This design comes from an exercise in tuning for small area on the open sky130 flow, not from production work.
Only simulation tests tie the RTL to the original design; equivalence was not proved.
In runs 1 to 3 and 5 the design's own scripts or RTL, not TritonCTS, make the clock network.
The clock port is modelled as an ideal driver, which makes a skipped or thinned clock tree look cheaper than it is; a real chip needs a root buffer or a tree.
Power is estimated from default activity; no workload was simulated.

<file path="design/flow/design.v">
module lfsr32#(
    parameter logic [31:0] RESET_WINDOW = 32'hf56df77b
) (
    input  logic        clk,
    input  logic        reset,
    output logic [31:0] r,       
    output logic [1:0]  next,    
    input  logic        last,    
    output logic        done,
    input  logic        busy,
    input  logic        mismatch,
    output logic        failed
);
assign next[0] = r[7] ^ r[6] ^ r[2] ^ r[0];
assign next[1] = r[8] ^ r[7] ^ r[3] ^ r[1];
always_ff @(posedge reset or posedge clk) begin
    if (reset) begin
        r <= RESET_WINDOW;
        done <= 1'b0;
        failed <= 1'b0;
    end else begin
        r <= {next[0], r[31:1]};
        if (last)
            done <= 1'b1;
        if (busy && mismatch)
            failed <= 1'b1;
    end
end
endmodule
module bist_sender (
    input  logic [33:0] w,       
    input  logic [2:0]  sel,     
    input  logic        idle,    
    input  logic [69:0] input_channels,
    output logic [69:0] output_channels,
    input  logic [69:0] check_channels,
    output logic [69:0] mismatch
);
logic [69:0] pattern;
logic [69:0] pattern_sel;
assign pattern     = {w[5:0], w[32:1], w[33:2]};
assign pattern_sel = {{6{sel[2]}}, {32{sel[1]}}, {32{sel[0]}}};
for (genvar i = 0; i < 70; i++) begin : lane
    bist_lane u (
        .pattern(pattern[i]),
        .sel(pattern_sel[i]),
        .idle(idle),
        .data_in(input_channels[i]),
        .data_out(output_channels[i]),
        .check_in(check_channels[i]),
        .mismatch(mismatch[i])
    );
end
endmodule
module bist_lane (
    input  logic pattern,
    input  logic sel,
    input  logic idle,
    input  logic data_in,
    output logic data_out,
    input  logic check_in,
    output logic mismatch
);
assign data_out = (pattern & sel) | (data_in & idle);
assign mismatch = check_in ^ data_out;
endmodule
module bist_receiver (
    input  logic [69:0] mismatch,
    output logic        any_mismatch
);
assign any_mismatch = |mismatch;
endmodule
module bist_link (
    input  logic        clk,
    input  logic        reset,
    input  logic [69:0] sender_in,
    output logic        sender_busy,
    output logic [69:0] sender_out,
    input  logic [69:0] receiver_in,
    output logic        receiver_busy,
    output logic        receiver_failed
);
logic [31:0] r;
logic [1:0]  next;
logic        last;
logic        done;
logic        busy;
logic        any_mismatch;
logic [2:0]  sel;
logic [69:0] mismatch;
lfsr32 regs (
    .clk(clk),
    .reset(reset),
    .r(r),
    .next(next),
    .last(last),
    .done(done),
    .busy(busy),
    .mismatch(any_mismatch),
    .failed(receiver_failed)
);
bist_phase phase (
    .r(r),
    .done(done),
    .last(last),
    .sel(sel)
);
bist_sender sender (
    .w({next, r}),
    .sel(sel),
    .idle(done),
    .input_channels(sender_in),
    .output_channels(sender_out),
    .check_channels(receiver_in),
    .mismatch(mismatch)
);
bist_receiver receiver (
    .mismatch(mismatch),
    .any_mismatch(any_mismatch)
);
assign busy = !done;
assign sender_busy = busy;
assign receiver_busy = busy;
endmodule
module bist_phase (
    input  logic [31:0] r,
    input  logic        done,
    output logic        last,    
    output logic [2:0]  sel      
);
localparam logic [31:0] M_LAST = 32'h0020cd01, V_LAST = 32'h0000c401;  
localparam logic [31:0] M_S0   = 32'h04404089, V_S0   = 32'h04404009;  
localparam logic [31:0] M_S1   = 32'h22020c08, V_S1   = 32'h22020808;  
localparam logic [31:0] M_S2   = 32'h15010204, V_S2   = 32'h15010004;  
logic at0, at1, at2;
assign last = (r & M_LAST) == V_LAST;
assign at0  = (r & M_S0) == V_S0;
assign at1  = (r & M_S1) == V_S1;
assign at2  = (r & M_S2) == V_S2;
assign sel[0] = !(done | at0);
assign sel[1] = !(done | at0 | at1);
assign sel[2] = !(done | at0 | at1 | at2);
endmodule
</file>
<file path="design/flow/constraint.sdc">
create_clock -name core_clock -period 5.0 [get_ports {clk}]
set_input_delay 1.0000 -clock core_clock [delete_from_list [all_inputs] [get_ports {clk}]]
set_output_delay 1.0000 -clock core_clock [all_outputs]
set_load 0.01 [all_outputs]
</file>
<file path="design/flow/config.mk">
export PLATFORM = sky130hd
export DESIGN_NAME = bist_link
export DESIGN_NICKNAME = bist_link
export VERILOG_FILES = /design/flow/design.v
export SDC_FILE = /design/flow/constraint.sdc
export NUM_CORES = 4
export LEC_CHECK = 0
export CAP_MARGIN = 0
export CORE_MARGIN = 2
export CORE_UTILIZATION = 60
export GPL_TIMING_DRIVEN = 0
export PLACE_DENSITY = 0.75
export SLEW_MARGIN = 0
export SYNTH_HIERARCHICAL = 1
export SYNTH_MINIMUM_KEEP_SIZE = 0
</file>
<file path="design/flow/standard.sh">
#!/bin/bash
# synth_recipe.tcl (not shown) runs the flow's synth.tcl, then flattens the netlist and writes it again
# the make line also repeats each setting of config.mk as NAME=value (left out here)
make -C /OpenROAD-flow-scripts/flow DESIGN_CONFIG=/design/flow/config.mk WORK_HOME=/design/flow/orfs CLKGATE_MAP_FILE= SYNTH_SCRIPT=/design/flow/synth_recipe.tcl "${@:-finish}"
</file>
<file path="design/flow/flow/cts_pre.tcl">
# Clock distribution: one clock buffer, placed at the centre of the
# flip-flops, drives every flip-flop clock pin; the clock port drives only
# that buffer. It takes the place of TritonCTS's tree, which for this
# handful of flip-flops builds a two-level tree of five buffers.
set block [ord::get_db_block]
set clk_port_net [$block findNet clk]
set master [[ord::get_db] findMaster sky130_fd_sc_hd__clkbuf_16]
set root [odb::dbInst_create $block $master clkbuf_root]
set leaf [odb::dbNet_create $block clknet_root]
$clk_port_net setSigType CLOCK
$leaf setSigType CLOCK
set sx 0
set sy 0
set n 0
foreach it [$clk_port_net getITerms] {
  set inst [$it getInst]
  if { [$inst getName] eq "clkbuf_root" } { continue }
  set loc [$inst getLocation]
  set sx [expr { $sx + [lindex $loc 0] }]
  set sy [expr { $sy + [lindex $loc 1] }]
  incr n
  $it disconnect
  $it connect $leaf
}
[$root findITerm A] connect $clk_port_net
[$root findITerm X] connect $leaf
$root setLocation [expr { $sx / $n }] [expr { $sy / $n }]
$root setPlacementStatus PLACED
puts "clock buffer clkbuf_root drives $n clock pins"
set_propagated_clock [all_clocks]
proc clock_tree_synthesis { args } {
  puts "clock_tree_synthesis skipped: the clock tree is clkbuf_root"
}
</file>
<file path="design/flow/flow/run.sh">
#!/bin/bash
# The standard layout (standard.sh: the standard flow's synthesis, floorplan, power grid,
# placement, CTS and routing) with two changes: the port buffers inserted at
# placement are the smallest buffer cell, and the clock tree is the single
# clock buffer that flow/cts_pre.tcl inserts before CTS.
set -euo pipefail
export BUFFER_PORTS_ARGS="-buffer_cell sky130_fd_sc_hd__buf_1"
export PRE_CTS_TCL="$PWD/flow/cts_pre.tcl"
bash standard.sh finish > standard_flow.log 2>&1
</file>
==> flow_metrics.env, run 1 <==
export IMPL_finalSetupViolations=0
export IMPL_die_width_um=67.57
export IMPL_p_sw_frac=0.2275
export IMPL_firstDrtPassIters=5
export IMPL_worstPathRequired_ns=5.08
export IMPL_viasPerCell=5.885
export IMPL_dp_hpwl_um=6709
export IMPL_gp_congestion=0.7982
export IMPL_synthesis_nets=363
export IMPL_ys_seq_area_frac=0.3633
export IMPL_syn_area_um2=2425
export IMPL_yosys_top_cells_area="dfstp_2 26%, xor2_1 26%, a22o_1 25%"
export IMPL_final_cell_mix="214 x buf_1, 72 x xor2_1, 70 x a22o_1, 24 x dfstp_2, 17 x nor4_1"
export IMPL_drtIter0Drc=148
export IMPL_ys_seq_elements=34
export IMPL_maxSlewHeadroom=0.2756
export IMPL_p_total_mw=0.4581
export IMPL_core_um2=3943
export IMPL_tightest_slew_ns=1.085
export IMPL_grt_pass1_wl_um=11630
export IMPL_grt_setup_unrepaired="no"
export IMPL_first_global_vias=2458
export IMPL_synthAdderAreaFrac=0
export IMPL_maxSlewViolCount=0
export IMPL_overflow=0
export IMPL_wirelength_um=8585
export IMPL_synth_mux_area_frac=0
export IMPL_synth_top_family_by_area="XOR/XNOR gates"
export IMPL_placed_cells=487
export IMPL_port_buffers=214
export IMPL_dieHeight_um=67.57
export IMPL_p_per_area_nw_per_um2=135.5
export IMPL_p_sw_mw=0.1042
export IMPL_synth_cells=221
export IMPL_fin_crit_ns=3.599
export IMPL_yosys_area_top_type="dfstp_2"
export IMPL_ys_types=21
export IMPL_antenna_left=0
export IMPL_status="no timing/DRC/antenna violations"
export IMPL_cp_max_fo=54
export IMPL_p_seq_frac=0.603
export IMPL_synth_compound_area_share=0.2595
export IMPL_rows=23
export IMPL_clock_latency_ns=0.18
export IMPL_finalCritPeriodShare=0.7199
export IMPL_final_cell_area_um2=3382
export IMPL_whs_ns=0.3845
export IMPL_path_clk_slew_ns=0.12
export IMPL_power_leakage_nw=1.367
export IMPL_num_io_pins=215
export IMPL_finClkSkew_ns=0.004633
export IMPL_layout_drive_gt1_share=0.07745
export IMPL_syn2layout_area_growth_pct=39.47
export IMPL_grt_max_degree=55
export IMPL_place_area_um2=3329
export IMPL_clkPwrFrac=0.226
export IMPL_fin_nets=583
export IMPL_drv_cap=0
export IMPL_finalHoldViolCount=0
export IMPL_antenna_found_initial=0
export IMPL_routedWlPerCell_um=17.56
export IMPL_hold_buffers=0
export IMPL_final_core_util=0.8578
export IMPL_via_count=2878
export IMPL_ctsResizeCount=0
export IMPL_vdd_drop_max_uv=175.3
export IMPL_start_util=0.6150
export IMPL_crit_arrival_ns=3.68
export IMPL_cts_setup_buffers=0
export IMPL_instances_no_fill=489
export IMPL_hp_class="reg2reg"
export IMPL_diodes=0
export IMPL_synthSimpleGateAreaFrac=0.09494
export IMPL_yosys_warnings=7
export IMPL_final_common_cell="buf_1"
export IMPL_max_clock_freq_mhz=277.8
export IMPL_start_kind="flip-flop"
export IMPL_endpoint_kind="flip-flop"
export IMPL_fillCellCount=258
export IMPL_crit_type="reg2reg"
export IMPL_comb_power_share=0.171
export IMPL_syn_avg_cell_area_um2=10.97
export IMPL_synth_xor_area_frac=0.2745
export IMPL_drc_errors=0
export IMPL_internal_power_mw=0.3539
export IMPL_synth_top_cell_area_share=0.2601
export IMPL_grt_usage=0.3403
export IMPL_die_area_um2=4566
==> flip-flops by register name (all words and copies together) (netlist names) <==
signal / count
regs.done: 1
regs.failed: 1
regs.r: 32
==> cells in the mapped netlist, drive strengths merged <==
master and count:
nor4 18, buf 1, xor2 72, dfstp 24, a21o 1, nand4 5, nor4b 1, nor3b 1
a22o 70, and4b 1, nand3 1, dfrtp 10, nand4b 2, or2 1, a31o 1, inv 3
xnor2 4, nand2 1, nor3 1, nor2 3
==> path summary, 6_finish.rpt <==
check / start / endpoint / slack (ns) / cells after the start
worst min-delay path: regs.r[31]$_DFF_PP1_ / regs.r[30]$_DFF_PP1_ / 0.38 / 0
worst min register to register: regs.r[31]$_DFF_PP1_ / regs.r[30]$_DFF_PP1_ / 0.38 / 0
max in group asynchronous: reset / regs.r[18]$_DFF_PP1_ / 3.65 / 3
worst max register to register: regs.done$_DFFE_PP0P_ / regs.failed$_DFFE_PP0P_ / 1.40 / 10
worst max-delay path: regs.done$_DFFE_PP0P_ / regs.failed$_DFFE_PP0P_ / 1.40 / 10
min in group asynchronous: reset / regs.failed$_DFFE_PP0P_ / 0.79 / 2
==> power by group through the flow <==
stage | clock network, mW | registers [mW] | logic [mW]
final | 0.104 | 0.276 | 0.0785
after global routing | 0.114 | 0.276 | 0.0866
after CTS | 0.103 | 0.276 | 0.0756
after detailed placement | 0 | 0.280 | 0.0749
after global placement | 0 | 0.280 | 0.0721
after floorplan | 0 | 0.280 | 0.0248
==> metal layers <==
metal	track usage	routed length, µm
met1	0.4284	3222
met5	0	0
met4	0.06378	145
met3	0.03500	726
met2	0.6299	4491
==> kinds of logic after synthesis <==
| group | Yosys count |
|---|---|
| AND/OR/NAND/NOR | 35 |
| buffers and inverters | 4 |
| AO/OA/AOI/OAI | 72 |
| XOR/XNOR | 76 |
| flip-flops | 34 |
==> cell type report <==
class / count / area, µm² / share of cell area
sequential: 34 / 882.1 / 0.2608
multi-input combinational: 183 / 1528 / 0.4517
inverter: 3 / 11.26 / 0.003330
timing repair buffer: 217 / 865.8 / 0.2560
buffer: 2 / 32.53 / 0.009619
tap: 50 / 62.56 / 0.01850
==> through the flow <==
stage | setup WS [ns] | setup TNS (ns)
CTS | 1.460 | 0
global placement | -0.05377 | -0.05377
floorplan | 1.156 | 0
global route | 1.092 | 0
detailed placement | 1.478 | 0
finish | 1.401 | 0
==> Yosys stat by module (local to each module, per instance), a selection <==
module | cells inside | flip-flops and latches | area, µm²
lfsr32 | 43 | 34 | 950.9
bist_link | 2 | 0 | 11.26
bist_receiver | 24 | 0 | 152.6
bist_lane | 2 | 0 | 17.52
bist_phase | 12 | 0 | 83.83
==> worst max-delay path: stages, from the launching register on <==
cell	delay [ns]
dfrtp_2	0.56
buf_12	0.24
a31o_1	0.26
inv_1	0.80
a22o_1	0.33
xor2_1	0.08
nor4_1	0.38
nand4_1	0.17
nor4_1	0.34
nand3_1	0.14
a21o_1	0.17
==> run 2, diff against run 1 <==
--- a/design/flow/config.mk
+++ b/design/flow/config.mk
@@ -8,7 +8,6 @@
 export CAP_MARGIN = 0
 export CORE_MARGIN = 2
 export CORE_UTILIZATION = 60
-export GPL_TIMING_DRIVEN = 0
 export PLACE_DENSITY = 0.75
 export SLEW_MARGIN = 0
 export SYNTH_HIERARCHICAL = 1
==> flow_metrics.env, run 2 <==
export IMPL_hp_class="reg2reg"
export IMPL_yosysMostFrequentCell="xor2_1"
export IMPL_vdd_drop_max_uv=145.5
export IMPL_multiInputGateArea_um2=1528
export IMPL_maxSlewViolCount=0
export IMPL_yosys_top_cells_area="dfstp_2 26%, xor2_1 26%, a22o_1 25%"
export IMPL_status="no timing/DRC/antenna violations"
export IMPL_maxSlewHeadroom=0.3273
export IMPL_fin_crit_ns=3.442
export IMPL_antenna_found_initial=0
export IMPL_whs_ns=0.3869
export IMPL_path_clk_slew_ns=0.12
export IMPL_worstPathRequired_ns=4.00
export IMPL_start_kind="flip-flop"
export IMPL_place_area_um2=3309
export IMPL_viasPerCell=5.838
export IMPL_path_buf_inv=2
export IMPL_yosys_warnings=7
export IMPL_synthArstFlopShare=1.000
export IMPL_syn_avg_cell_area_um2=10.97
export IMPL_grt_pass1_wl_um=12080
export IMPL_fillCellCount=272
export IMPL_max_clock_freq_mhz=290.5
export IMPL_r2r_setup_slack_ns=1.60
export IMPL_start_util=0.6150
export IMPL_syn_area_um2=2425
export IMPL_reg_largest_list="regs.r (32), regs.done (1), regs.failed (1)"
export IMPL_crit_type="reg2out"
export IMPL_final_cell_mix="214 x buf_1, 72 x xor2_1, 70 x a22o_1, 24 x dfstp_2, 17 x nor4_1"
export IMPL_synthTopCellsByCount="72 x xor2_1, 70 x a22o_1, 24 x dfstp_2, 17 x nor4_1, 10 x dfrtp_1"
export IMPL_syn2layout_area_growth_pct=37.51
export IMPL_dp_hpwl_um=6764
export IMPL_drv_cap=0
export IMPL_tightest_slew_ns=1.008
export IMPL_p_per_area_nw_per_um2=136.4
export IMPL_cp_slowest_cell="inv_1"
export IMPL_overflow=0
export IMPL_hold_buffers=0
export IMPL_ys_seq_area_frac=0.3633
export IMPL_core_um2=3943
export IMPL_ys_seq_elements=34
export IMPL_synthesis_nets=363
export IMPL_synth_edff_count=0
export IMPL_rows=23
export IMPL_gp_congestion=0.9638
export IMPL_finalCritPeriodShare=0.6884
export IMPL_crit_chain="and4b_1 -> a31o_1 -> inv_1 -> a22o_1 -> buf_1"
export IMPL_finalHoldViolCount=0
export IMPL_drtIter0Drc=198
export IMPL_grt_max_degree=73
export IMPL_endpoint_kind="primary output"
export IMPL_final_core_util=0.8458
export IMPL_drc_errors=0
export IMPL_synth_cells=221
export IMPL_grt_setup_unrepaired="no"
export IMPL_ctsResizeCount=0
export IMPL_largest_reg_flops=32
export IMPL_power_leakage_nw=1.349
export IMPL_clock_latency_ns=0.18
export IMPL_largest_register="regs.r"
export IMPL_first_global_vias=2605
export IMPL_antenna_left=0
export IMPL_dieHeight_um=67.57
export IMPL_port_buffers=214
export IMPL_grt_usage=0.3509
export IMPL_diodes=0
export IMPL_crit_arrival_ns=2.44
export IMPL_fin_nets=582
export IMPL_yosys_area_top_type="dfstp_2"
export IMPL_die_width_um=67.57
export IMPL_finClkSkew_ns=0.01246
export IMPL_cp_max_fo=32
export IMPL_synth_top_flop_cell="dfstp_2"
export IMPL_via_count=2849
export IMPL_num_io_pins=215
export IMPL_ys_types=21
export IMPL_p_total_mw=0.4549
export IMPL_layout_drive_gt1_share=0.07534
export IMPL_die_area_um2=4566
export IMPL_final_common_cell="buf_1"
export IMPL_cts_setup_buffers=0
export IMPL_finalSetupTns_ns=0
export IMPL_synth_top_cell_area_share=0.2601
export IMPL_worst_path_largest_cell_delay_ns=0.74
export IMPL_ff_latch_area_um2=882.1
export IMPL_critical_path_top_delay_family="buffers and inverters"
export IMPL_firstDrtPassIters=4
export IMPL_finalSetupViolations=0
export IMPL_wirelength_um=8549
export IMPL_final_cell_area_um2=3334
export IMPL_routedWlPerCell_um=17.52
## run 2: final timing paths
check | from | to | cells past startpoint
setup / recovery | regs.r[7]$_DFF_PP0_ | sender_out[28] | 5
hold / removal | regs.r[19]$_DFF_PP1_ | regs.r[18]$_DFF_PP1_ | 0
max in group asynchronous | reset | regs.r[28]$_DFF_PP1_ | 3
hold reg to reg | regs.r[19]$_DFF_PP1_ | regs.r[18]$_DFF_PP1_ | 0
setup reg to reg | regs.r[7]$_DFF_PP0_ | regs.failed$_DFFE_PP0P_ | 10
min in group asynchronous | reset | regs.r[11]$_DFF_PP0_ | 3
## run 2: power breakdown
group	internal (mW)	switching, mW
logic	0.0386	0.0376
registers	0.276	0
clock network	0.0375	0.0651
## run 2: logic make-up after synthesis
logic type / share of synthesized area
AO/OA/AOI/OAI: 0.2595
AND/OR/NAND/NOR: 0.09494
flip-flops: 0.3633
buffers and inverters: 0.007741
XOR/XNOR: 0.2745
## run 2: cell type report
class,instances,share of cell area
repair buffers,217,0.2477
plain buffers,1,0.007505
flip-flops and latches,34,0.2645
multi-input cells,183,0.4582
well taps,50,0.01876
inverters,3,0.003377
## run 2: Yosys stat by module (local to each module, per instance), excerpt
module,cells inside,flops+latches
bist_phase,12,0
bist_link,2,0
lfsr32,43,34
bist_receiver,24,0
bist_lane,2,0
## run 2: metal layers
layer  track usage  share of wire  vias up
li1              -              -     1303
met1        0.4177           0.37     1339
met2        0.6176           0.50      175
met3       0.05500          0.090       32
met4        0.1607          0.037        0
met5             0              0        -
## run 2: metrics by stage
stage | std cells | setup slack, ns
6_report | 488 | 1.558
5_1_grt | 488 | 1.398
4_1_cts | 488 | 1.600
3_5_place_dp | 487 | 1.702
3_3_place_gp | 487 | 1.823
2_1_floorplan | 221 | 1.156
==> run 3, diff against run 2 <==
--- a/design/flow/config.mk
+++ b/design/flow/config.mk
@@ -5,10 +5,10 @@
 export SDC_FILE = /design/flow/constraint.sdc
 export NUM_CORES = 4
 export LEC_CHECK = 0
-export CAP_MARGIN = 0
+export CAP_MARGIN = 20
 export CORE_MARGIN = 2
 export CORE_UTILIZATION = 60
 export PLACE_DENSITY = 0.75
-export SLEW_MARGIN = 0
+export SLEW_MARGIN = 20
 export SYNTH_HIERARCHICAL = 1
 export SYNTH_MINIMUM_KEEP_SIZE = 0
==> flow_metrics.env, run 3 <==
export IMPL_die_width_um=67.57
export IMPL_internal_power_mw=0.3522
export IMPL_grt_max_degree=73
export IMPL_finalSetupViolations=0
export IMPL_yosys_top_cells_area="dfstp_2 26%, xor2_1 26%, a22o_1 25%"
export IMPL_worstPathRequired_ns=4.00
export IMPL_p_sw_frac=0.2257
export IMPL_ys_seq_area_frac=0.3633
export IMPL_r2r_start="regs.r[7]$_DFF_PP0_"
export IMPL_first_global_vias=2605
export IMPL_critical_path_endpoint="sender_out[28]"
export IMPL_crit_type="reg2out"
export IMPL_reg_largest_list="regs.r (32), regs.done (1), regs.failed (1)"
export IMPL_fin_nets=582
export IMPL_timing_rr_end="regs.failed$_DFFE_PP0P_"
export IMPL_routedWlPerCell_um=17.52
export IMPL_antenna_left=0
export IMPL_layout_drive_gt1_share=0.07534
export IMPL_cts_setup_buffers=0
export IMPL_diodes=0
export IMPL_reg2reg_depth=10
export IMPL_finalSetupTns_ns=0
export IMPL_synthArstFlopShare=1.000
export IMPL_final_cell_mix="214 x buf_1, 72 x xor2_1, 70 x a22o_1, 24 x dfstp_2, 17 x nor4_1"
export IMPL_ys_seq_elements=34
export IMPL_vdd_drop_max_uv=145.5
export IMPL_final_common_cell="buf_1"
export IMPL_die_area_um2=4566
export IMPL_grt_usage=0.3509
export IMPL_largest_reg_flops=32
export IMPL_p_seq_frac=0.607
export IMPL_viasPerCell=5.838
export IMPL_syn_area_um2=2425
export IMPL_crit_arrival_ns=2.44
export IMPL_p_sw_mw=0.1027
export IMPL_ctsResizeCount=0
export IMPL_synthTopCellsByCount="72 x xor2_1, 70 x a22o_1, 24 x dfstp_2, 17 x nor4_1, 10 x dfrtp_1"
export IMPL_endpoint_kind="primary output"
export IMPL_via_count=2849
export IMPL_maxSlewViolCount=0
export IMPL_start_util=0.6150
export IMPL_yosys_warnings=7
export IMPL_syn_avg_cell_area_um2=10.97
export IMPL_dieHeight_um=67.57
export IMPL_worstHoldPathCells=0
export IMPL_synth_edff_count=0
export IMPL_yosys_area_top_type="dfstp_2"
export IMPL_rows=23
export IMPL_path_clk_slew_ns=0.12
export IMPL_synth_top_cell_area_share=0.2601
export IMPL_grt_pass1_wl_um=12080
export IMPL_finalHoldViolCount=0
export IMPL_cp_max_fo=32
export IMPL_hold_buffers=0
export IMPL_drc_errors=0
export IMPL_drtIter0Drc=198
export IMPL_comb_power_share=0.168
export IMPL_drv_cap=0
export IMPL_num_io_pins=215
export IMPL_start_kind="flip-flop"
export IMPL_maxSlewHeadroom=0.3273
export IMPL_finClkSkew_ns=0.01246
export IMPL_gp_congestion=0.9638
export IMPL_overflow=0
export IMPL_syn2layout_area_growth_pct=37.51
export IMPL_finalCritPeriodShare=0.6884
export IMPL_antenna_found_initial=0
export IMPL_ys_types=21
export IMPL_synthesis_nets=363
export IMPL_final_core_util=0.8458
export IMPL_core_um2=3943
export IMPL_synth_top_flop_cell="dfstp_2"
export IMPL_worst_slack_ns=1.558
export IMPL_grt_setup_unrepaired="no"
export IMPL_p_total_mw=0.4549
export IMPL_power_leakage_nw=1.349
export IMPL_synth_cells=221
export IMPL_p_per_area_nw_per_um2=136.4
export IMPL_dp_hpwl_um=6764
export IMPL_r2r_setup_slack_ns=1.60
export IMPL_status="no timing/DRC/antenna violations"
export IMPL_yosysMostFrequentCell="xor2_1"
export IMPL_fin_crit_ns=3.442
export IMPL_wirelength_um=8549
export IMPL_clock_latency_ns=0.18
export IMPL_dpl_worst_slack_ns=1.702
export IMPL_max_clock_freq_mhz=290.5
export IMPL_startpoint="regs.r[7]$_DFF_PP0_"
export IMPL_firstDrtPassIters=4
export IMPL_hp_class="reg2reg"
export IMPL_port_buffers=214
export IMPL_largest_register="regs.r"
export IMPL_tightest_slew_ns=1.008
export IMPL_clkPwrFrac=0.225
## run 3: cell type report
| cell class | instances | area [µm²] |
|---|---|---|
| multi-input cells | 183 | 1528 |
| flip-flops and latches | 34 | 882.1 |
| repair buffers | 217 | 825.8 |
| fillers | 272 | 608.1 |
| well taps | 50 | 62.56 |
| plain buffers | 1 | 25.02 |
| inverters | 3 | 11.26 |
## run 3: worst max-delay path, stage by stage, from the launching register on
cell and delay, ns:
dfrtp_1 0.48, and4b_1 0.23, a31o_1 0.26, inv_1 0.74, a22o_1 0.35, buf_1 0.18
## run 3: how the worst min path moves through the flow
stage / startpoint / endpoint / slack [ns]
after global placement: regs.r[19]$_DFF_PP1_ / regs.r[18]$_DFF_PP1_ / 0.37
after detailed placement: regs.r[19]$_DFF_PP1_ / regs.r[18]$_DFF_PP1_ / 0.37
final: regs.r[19]$_DFF_PP1_ / regs.r[18]$_DFF_PP1_ / 0.39
after global routing: regs.r[19]$_DFF_PP1_ / regs.r[18]$_DFF_PP1_ / 0.39
after CTS: regs.r[19]$_DFF_PP1_ / regs.r[18]$_DFF_PP1_ / 0.39
after floorplan: regs.r[13]$_DFF_PP1_ / regs.r[12]$_DFF_PP1_ / 0.36
## run 3: power groups by stage
stage	Clock [mW]	Sequential, mW	Combinational [mW]
5_1_grt	0.109	0.276	0.0845
2_1_floorplan	0	0.280	0.0248
3_5_place_dp	0	0.280	0.0754
6_report	0.103	0.276	0.0762
4_1_cts	0.104	0.276	0.0762
3_3_place_gp	0	0.280	0.0744
## run 3: cell families after synthesis
family	share of synthesized area
simple gates	0.09494
flops	0.3633
compound gates	0.2595
buf+inv	0.007741
xor+xnor	0.2745
## run 3: modules after synthesis (local to each module, per instance), a selection
| module | flip-flops and latches | cells inside | copies in the design | cell area (µm²) |
|---|---|---|---|---|
| lfsr32 | 34 | 43 | 1 | 950.9 |
| bist_phase | 0 | 12 | 1 | 83.83 |
| bist_receiver | 0 | 24 | 1 | 152.6 |
| bist_link | 0 | 2 | 1 | 11.26 |
| bist_lane | 0 | 2 | 70 | 17.52 |
## run 3: metrics by stage
stage	area [µm²]	hold slack, ns	instances
after floorplan	2425	0.3608	221
after global placement	3309	0.3675	487
after detailed placement	3309	0.3689	487
after CTS	3334	0.3861	488
after global routing	3334	0.3922	488
final	3334	0.3869	488
## run 3: routing by layer
layer	global-route usage	vias to the layer above	share of wire
met5	0	-	0
met4	0.1607	0	0.037
met3	0.05500	32	0.090
met2	0.6176	175	0.50
met1	0.4177	1339	0.37
li1	-	1303	-
==> run 4, diff against run 3 <==
--- a/design/flow/config.mk
+++ b/design/flow/config.mk
@@ -7,8 +7,8 @@
 export LEC_CHECK = 0
 export CAP_MARGIN = 20
 export CORE_MARGIN = 2
-export CORE_UTILIZATION = 60
-export PLACE_DENSITY = 0.75
+export CORE_UTILIZATION = 70
+export PLACE_DENSITY = 0.85
 export SLEW_MARGIN = 20
 export SYNTH_HIERARCHICAL = 1
 export SYNTH_MINIMUM_KEEP_SIZE = 0
==> flow_metrics.env, run 4 <==
export IMPL_yosys_top_cells_area="dfstp_2 26%, xor2_1 26%, a22o_1 25%"
export IMPL_yosys_area_top_type="dfstp_2"
export IMPL_dieHeight_um=62.86
export IMPL_synthTopCellsByCount="72 x xor2_1, 70 x a22o_1, 24 x dfstp_2, 17 x nor4_1, 10 x dfrtp_1"
export IMPL_yosysMostFrequentCell="xor2_1"
export IMPL_tool_error="[ERROR GPL-0301] Utilization 103.698 % exceeds 100%."
export IMPL_ys_seq_area_frac=0.3633
export IMPL_synth_top_flop_cell="dfstp_2"
export IMPL_syn_avg_cell_area_um2=10.97
export IMPL_num_io_pins=215
export IMPL_die_width_um=62.86
export IMPL_ys_seq_elements=34
export IMPL_rows=21
export IMPL_synth_cells=221
export IMPL_synthArstFlopShare=1.000
export IMPL_status="aborted with a tool error"
export IMPL_synth_edff_count=0
export IMPL_synthesis_nets=363
export IMPL_port_buffers=214
export IMPL_synth_top_cell_area_share=0.2601
export IMPL_stop_stage="global placement"
export IMPL_start_util=0.7267
export IMPL_ys_types=21
export IMPL_yosys_warnings=7
export IMPL_syn_area_um2=2425
[run 4: cell counts after synthesis]
Identical to the previous run, type by type.
[run 4: per-module statistics from Yosys, one instance, submodules excluded, excerpt]
module,times used,flip-flops and latches,area (µm²)
bist_link,1,0,11.26
lfsr32,1,34,950.9
bist_lane,70,0,17.52
bist_phase,1,0,83.83
bist_receiver,1,0,152.6
[run 4: cell families after synthesis]
kind of cell              share of synthesized area
xor gates and xnor gates                     0.2745
AOI/OAI and AO/OA                            0.2595
and+or+nand+nor                             0.09494
DFF                                          0.3633
buffers and inverters                      0.007741
==> run 5, diff against run 4 <==
--- a/design/flow/config.mk
+++ b/design/flow/config.mk
@@ -7,8 +7,8 @@
 export LEC_CHECK = 0
 export CAP_MARGIN = 20
 export CORE_MARGIN = 2
-export CORE_UTILIZATION = 70
-export PLACE_DENSITY = 0.85
+export CORE_UTILIZATION = 62
+export PLACE_DENSITY = 0.92
 export SLEW_MARGIN = 20
 export SYNTH_HIERARCHICAL = 1
 export SYNTH_MINIMUM_KEEP_SIZE = 0
==> flow_metrics.env, run 5 <==
export IMPL_dieHeight_um=66.54
export IMPL_start_util=0.6525
export IMPL_synth_edff_count=0
export IMPL_maxSlewViolCount=0
export IMPL_max_clock_freq_mhz=290.3
export IMPL_synth_cells=221
export IMPL_syn_area_um2=2425
export IMPL_ys_types=21
export IMPL_port_buffers=214
export IMPL_die_width_um=66.54
export IMPL_grt_pass1_wl_um=12910
export IMPL_grt_setup_unrepaired="no"
export IMPL_timing_rr_end="regs.failed$_DFFE_PP0P_"
export IMPL_cp_slowest_cell="inv_1"
export IMPL_worstHoldPathCells=0
export IMPL_via_count=2959
export IMPL_tightest_slew_ns=1.019
export IMPL_grt_max_degree=73
export IMPL_num_io_pins=215
export IMPL_core_um2=3716
export IMPL_grt_usage=0.3862
export IMPL_cts_setup_buffers=0
export IMPL_drtIter0Drc=230
export IMPL_finalCritPeriodShare=0.6890
export IMPL_vdd_drop_max_uv=137.7
export IMPL_hp_start="regs.r[19]$_DFF_PP1_"
export IMPL_finalSetupTns_ns=0
export IMPL_firstDrtPassIters=5
export IMPL_synthArstFlopShare=1.000
export IMPL_fin_crit_ns=3.445
export IMPL_overflow=0
export IMPL_clock_latency_ns=0.18
export IMPL_yosysMostFrequentCell="xor2_1"
export IMPL_dp_hpwl_um=7217
export IMPL_synth_top_flop_cell="dfstp_2"
export IMPL_place_area_um2=3307
export IMPL_first_global_vias=2722
export IMPL_status="no timing/DRC/antenna violations"
export IMPL_largest_register="regs.r"
export IMPL_viasPerCell=6.088
export IMPL_crit_arrival_ns=2.45
export IMPL_p_per_area_nw_per_um2=136.7
export IMPL_worst_path_largest_cell_delay_ns=0.76
export IMPL_crit_type="reg2out"
export IMPL_fillCellCount=194
export IMPL_yosys_warnings=7
export IMPL_final_cell_area_um2=3332
export IMPL_finalSetupViolations=0
export IMPL_synth_top_cell_area_share=0.2601
export IMPL_wirelength_um=8955
export IMPL_hold_buffers=0
export IMPL_placed_cells=485
export IMPL_final_cell_mix="214 x buf_1, 72 x xor2_1, 70 x a22o_1, 24 x dfstp_2, 17 x nor4_1"
export IMPL_r2r_start="regs.r[7]$_DFF_PP0_"
export IMPL_worstPathRequired_ns=4.00
export IMPL_crit_chain="and4b_1 -> a31o_1 -> inv_1 -> a22o_1 -> buf_1"
export IMPL_antenna_found_initial=0
export IMPL_fin_nets=582
export IMPL_reg_largest_list="regs.r (32), regs.done (1), regs.failed (1)"
export IMPL_r2r_setup_slack_ns=1.57
export IMPL_yosys_top_cells_area="dfstp_2 26%, xor2_1 26%, a22o_1 25%"
export IMPL_antenna_left=0
export IMPL_synthesis_nets=363
export IMPL_ys_seq_area_frac=0.3633
export IMPL_power_leakage_nw=1.349
export IMPL_hold_end="regs.r[18]$_DFF_PP1_"
export IMPL_ys_seq_elements=34
export IMPL_ctsResizeCount=0
export IMPL_yosys_area_top_type="dfstp_2"
export IMPL_reg2reg_depth=10
export IMPL_diodes=0
export IMPL_finClkSkew_ns=0.006386
export IMPL_synthTopCellsByCount="72 x xor2_1, 70 x a22o_1, 24 x dfstp_2, 17 x nor4_1, 10 x dfrtp_1"
export IMPL_layout_drive_gt1_share=0.07534
export IMPL_routedWlPerCell_um=18.43
export IMPL_endpoint_kind="primary output"
export IMPL_syn2layout_area_growth_pct=37.41
export IMPL_maxSlewHeadroom=0.3201
export IMPL_rows=22
export IMPL_final_common_cell="buf_1"
export IMPL_drc_errors=0
export IMPL_hp_class="reg2reg"
export IMPL_largest_reg_flops=32
export IMPL_whs_ns=0.3900
export IMPL_syn_avg_cell_area_um2=10.97
export IMPL_finalHoldViolCount=0
export IMPL_gp_congestion=0.9277
export IMPL_start_kind="flip-flop"
export IMPL_die_area_um2=4428
export IMPL_path_clk_slew_ns=0.12
export IMPL_instances_no_fill=486
export IMPL_drv_cap=0
export IMPL_cp_max_fo=32
-- run 5: how the worst max path moves through the flow --
stage | startpoint | end | slack (ns) | cells after the start
floorplan | regs.done$_DFFE_PP0P_ | regs.failed$_DFFE_PP0P_ | 1.16 | 9
global placement | regs.r[7]$_DFF_PP0_ | regs.failed$_DFFE_PP0P_ | 1.72 | 10
detailed placement | regs.r[7]$_DFF_PP0_ | regs.failed$_DFFE_PP0P_ | 1.66 | 10
CTS | regs.r[7]$_DFF_PP0_ | sender_out[5] | 1.61 | 5
global route | regs.r[7]$_DFF_PP0_ | regs.failed$_DFFE_PP0P_ | 1.40 | 10
finish | regs.r[7]$_DFF_PP0_ | sender_out[1] | 1.55 | 5
-- run 5: cell type report --
| cell class | instances | area [µm²] | area share |
|---|---|---|---|
| well taps | 48 | 60.06 | 0.01802 |
| plain buffers | 1 | 25.02 | 0.007510 |
| inverters | 3 | 11.26 | 0.003380 |
| multi-input cells | 183 | 1528 | 0.4585 |
| flip-flops and latches | 34 | 882.1 | 0.2647 |
| repair buffers | 217 | 825.8 | 0.2478 |
-- run 5: report_power, final --
| group | switching (mW) | leakage (nW) | internal (mW) |
|---|---|---|---|
| combinational | 0.0392 | 0.956 | 0.0386 |
| clock | 0.0641 | 0.0123 | 0.0374 |
| sequential | 0 | 0.380 | 0.276 |
-- run 5: Yosys stat by module, one instance, submodules excluded, a selection --
module | copies in the design | cell area (µm²) | cells inside | flip-flops and latches
bist_receiver | 1 | 152.6 | 24 | 0
bist_link | 1 | 11.26 | 2 | 0
bist_phase | 1 | 83.83 | 12 | 0
lfsr32 | 1 | 950.9 | 43 | 34
bist_lane | 70 | 17.52 | 2 | 0
-- run 5: kinds of logic after synthesis --
| logic type | after synthesis | share of synthesized area |
|---|---|---|
| buf+inv | 4 | 0.007741 |
| simple gates | 35 | 0.09494 |
| xor+xnor | 76 | 0.2745 |
| compound gates | 72 | 0.2595 |
| flops | 34 | 0.3633 |
-- run 5: routing by layer --
| metal | up-vias | GRT usage | wire length [µm] |
|---|---|---|---|
| met2 | 215 | 0.7000 | 4576 |
| met5 | - | 0 | 0 |
| met3 | 40 | 0.06081 | 824 |
| li1 | 1302 | - | - |
| met1 | 1402 | 0.4518 | 3139 |
| met4 | 0 | 0.1556 | 414 |
-- run 5: critical path, delay by kind of cell, from the launching register on --
| kind | cells | cell delay, ns |
|---|---|---|
| buffers and inverters | 2 | 0.97 |
| DFF | 1 | 0.47 |
| AOI/OAI and AO/OA | 2 | 0.60 |
| and+or+nand+nor | 1 | 0.22 |
-- run 5: stage by stage --
| step | util | setup WS, ns | power, mW |
|---|---|---|---|
| 6_report | 0.8966 | 1.555 | 0.4555 |
| 3_3_place_gp | 0.8899 | 1.720 | 0.3548 |
| 4_1_cts | 0.8966 | 1.607 | 0.4549 |
| 3_5_place_dp | 0.8899 | 1.663 | 0.3575 |
| 5_1_grt | 0.8966 | 1.401 | 0.4724 |
| 2_1_floorplan | - | 1.156 | 0.3052 |

port drivers added, routing unchanged:
How much do the figures lean on ideal ports? The routed layouts below were timed once more, with nothing changed but the port constraints.
Step 1 (the two cells are an assumption about what drives the block):
set clk [get_ports {clk}]
set_driving_cell -lib_cell sky130_fd_sc_hd__clkbuf_16 $clk
set_driving_cell -lib_cell sky130_fd_sc_hd__buf_2 [delete_from_list [all_inputs] $clk]
Step 2, shift: input delay + t, output delay - t, t = (earliest + latest rising clock arrival at the registers) / 2. This alone moves slack from input paths to output paths.
Three values: ideal ports, drivers, drivers and shift; two values: the first two.
run | shift t [ns] | setup WS [ns] | slew at the worst register clock pin (ns)
run 1 | 0.205 | 1.401 / 1.386 / 1.401 | 0.12 / 0.12
run 2 | 0.207 | 1.558 / 1.524 / 1.602 | 0.12 / 0.12
run 3 | 0.207 | 1.558 / 1.524 / 1.602 | 0.12 / 0.12
run 5 | 0.206 | 1.555 / 1.521 / 1.567 | 0.12 / 0.12
After both steps every run listed still meets setup and hold.
